What follows belongs to an exercise in optimizing a design on an open flow for small area and a short achievable clock period; a production flow would make more cautious choices. Function was checked by simulation only, so behaviour that the tests miss may differ from the original.

==> run a: inputs <==
## mas_mul_radix_top
module mas_mul_radix_top (
  input               clk,
  input               rstn,
  input        [31:0] in1,
  input        [31:0] in2,
  output logic [63:0] res
);
export LEC_CHECK = 0
export CAP_MARGIN = 20
export CORE_MARGIN = 2
export CORE_UTILIZATION = 45
export SETUP_SLACK_MARGIN = 5
export SLEW_MARGIN = 20
export SYNTH_HIERARCHICAL = 1
export SYNTH_MINIMUM_KEEP_SIZE = 0
create_clock -name core_clock -period 13.5 [get_ports {clk}]
run.sh (not shown) runs the stock make flow with config.mk's settings and CLKGATE_MAP_FILE= SYNTH_SCRIPT=/design/flow/synth_recipe.tcl, a recipe that flattens the netlist after the stock synthesis.
==> inputs of run b, as changes to run a <==
--- a/flow/config.mk
+++ b/flow/config.mk
@@ -9,5 +9,4 @@
 export CORE_MARGIN = 2
 export CORE_UTILIZATION = 45
-export SETUP_SLACK_MARGIN = 5
 export SLEW_MARGIN = 20
 export SYNTH_HIERARCHICAL = 1
==> inputs of run c, as changes to run a <==
--- a/flow/config.mk
+++ b/flow/config.mk
@@ -9,5 +9,5 @@
 export CORE_MARGIN = 2
 export CORE_UTILIZATION = 45
-export SETUP_SLACK_MARGIN = 5
+export SETUP_SLACK_MARGIN = 3
 export SLEW_MARGIN = 20
 export SYNTH_HIERARCHICAL = 1
==> out/results.tsv <==
stage	metric	value	unit
layout	nonClkBufAreaFrac	6.59	%
cts	post_cts_buffers	0	
route	routed-wl-met2	39.7	mm
worst_setup_path	cp.depth	22	
grt	grt_use_met3	8.21	%
timing	maxSlewHeadroom	22.9	%
status	status	finished clean	
route	routed-via-count	20439	
route	drtPass1Iterations	7	
layout	multi_input_cells	2076	
placed_design	pre_cts_slack	2540	ps
route	drt_wl_total	85.1	mm
-- figures above: run b

==> out/results.tsv <==
stage	metric	value	unit
layout	nonClkBufAreaFrac	18.0	%
logic_synthesis	muxShareOfSynthArea	0.0407	%
cts	post_cts_buffers	173	
route	drt_wl_total	101	mm
placed_design	pre_cts_slack	1950	ps
route	drtPass1Iterations	8	
status	status	finished clean	
route	drt-wirelength-per-cell	29.0	um
route	routed-via-count	22639	
timing	fmax	115	MHz
grt	grt_overflow_total	0	
cts	cts_hold_buf	0	
layout	multi_input_cells	2084	
placed_design	dp_hpwl	65.5	mm
timing	maxSlewHeadroom	35.3	%
worst_setup_path	cp.depth	24	
worst_setup_path	crit_path_start_kind	primary input	
timing	final.setup.tns	0	ps
cts	clkSlewWorstSetupHoldPaths	70	ps
-- figures above: run a

==> out/results.tsv <==
stage	metric	value	unit
cts	post_cts_buffers	1	
grt	grt_use_met3	8.45	%
status	status	finished clean	
grt	track_usage	31.4	%
route	drtPass1Iterations	6	
timing	maxSlewHeadroom	22.2	%
worst_setup_path	cp.depth	22	
layout	nonClkBufAreaFrac	6.98	%
route	routed-wl-met2	40.9	mm
placed_design	pre_cts_slack	2540	ps
route	drt_wl_total	88.4	mm
route	routed-via-count	20767	
-- figures above: run c


==> 05-11: inputs <==
mas_mul_radix_top, a different RTL version from the one above (not shown whole).
## mas_mul_radix_top
module mas_mul_radix_top (
  input               clk,
  input               rstn,
  input        [31:0] in1,
  input        [31:0] in2,
  output logic [63:0] res
);
Settings: LEC_CHECK=0, CAP_MARGIN=30, CORE_MARGIN=2, CORE_UTILIZATION=60, SETUP_SLACK_MARGIN=4.5, SLEW_MARGIN=50, SYNTH_HIERARCHICAL=1, SYNTH_MINIMUM_KEEP_SIZE=0; clock period 13.5 ns.
standard.sh (not shown) runs the stock make flow with config.mk's settings and CLKGATE_MAP_FILE= SYNTH_SCRIPT=/design/flow/synth_recipe.tcl, a recipe that flattens the netlist after the stock synthesis.
==> flow/flow/run.sh <==
#!/bin/bash
# Own layout flow: the standard synthesis and layout, with the port
# buffers made from plain buffers (buffer_ports -buffer_cell) instead of the
# cell buffer_ports picks by itself.  Each tool's output goes to a log here.
set -euo pipefail
bash standard.sh synth > synth.log 2>&1
bash standard.sh "BUFFER_PORTS_ARGS=-buffer_cell sky130_fd_sc_hd__buf_2" finish > layout.log 2>&1
==> 12-13: changes against 05-11 <==
Settings changed: GPL_ROUTABILITY_DRIVEN set to 0, SETUP_SLACK_MARGIN 4.5 to 5.
==> results.json <==
{
  "status": "timing/DRC/antenna clean",
  "buffer_area_share_pct": 4.53,
  "rsz0062_at_grt": "no",
  "drtIter0Drc": 2605,
  "post-cts-setup-buffers": 0,
  "max_stage_delay_ns": 0.58,
  "fillCellCount": 3234,
  "worstPathMaxFanout": 38,
  "worst_pin_slew_ns": 0.808,
  "crit_chain": "buf_2 > buf_6 > ha_1 > inv_1 > buf_4 > o22ai_1 > fa_1 > fa_1 > fa_1 > fa_1 > fa_1 > fa_1 > ha_1 > nand2_1 > nor2_1 > nand2_1 > nor2_1 > nand2_1 > o21ai_2 > a21oi_2 > xnor2_1",
  "use_met2_pct": 63.3,
  "vias_per_cell": 7.03
}
[end of results for 05-11]
==> results.json <==
{
  "status": "timing/DRC/antenna clean",
  "fillCellCount": 3223,
  "synth_mux_area_share_pct": 0,
  "worstPathMaxFanout": 33,
  "vias_per_cell": 7.03,
  "post-cts-setup-buffers": 3,
  "drtIter0Drc": 2583,
  "synthTopCellsByArea": "fa_1, xnor2_1, o22ai_1",
  "crit_chain": "buf_2 > buf_12 > and3b_1 > a21oi_2 > buf_8 > o22ai_1 > fa_1 > fa_1 > fa_1 > fa_1 > fa_1 > fa_1 > ha_1 > nand2_1 > nor2_2 > nand2_1 > nor2_2 > nand2_1 > o21ai_4 > a21oi_2 > xnor2_1",
  "use_met2_pct": 63.5,
  "multiInputGateArea_um2": 22400,
  "rsz0062_at_grt": "yes",
  "hold_path.class": "input pin to asynchronous set/reset pin",
  "worst_pin_slew_ns": 0.764
}
[end of results for 12-13]

-- what the ideal ports hide --
In the flow no input, the clock included, has a driving cell. The finished layouts below were timed again as built, in two steps. Step 1: set_driving_cell puts a clkbuf_16 on clk and a buf_2 on each other input, an assumption about the parent block. Step 2, shift: input delay + t, output delay - t, t = (earliest + latest rising clock arrival at the registers) / 2. This alone moves slack from input paths to output paths. a / b / c = no drivers / after step 1 / after step 2; a / b = the first two.
run	t (ns)	setup WS [ns]	pins driven straight from the clock port
run a	0.463	4.779 / 4.808 / 4.345	1
run b	0.447	2.855 / 2.895 / 2.449	1
run c	0.449	3.284 / 3.320 / 2.871	1
05-11	0.403	4.563 / 4.590 / 4.187	1
12-13	0.392	5.030 / 5.052 / 4.661	1
After both steps setup and hold are still met in every run listed. The setup slack of run a, which loses most, moves by +0.029 ns with the drivers and by -0.434 ns with both steps.
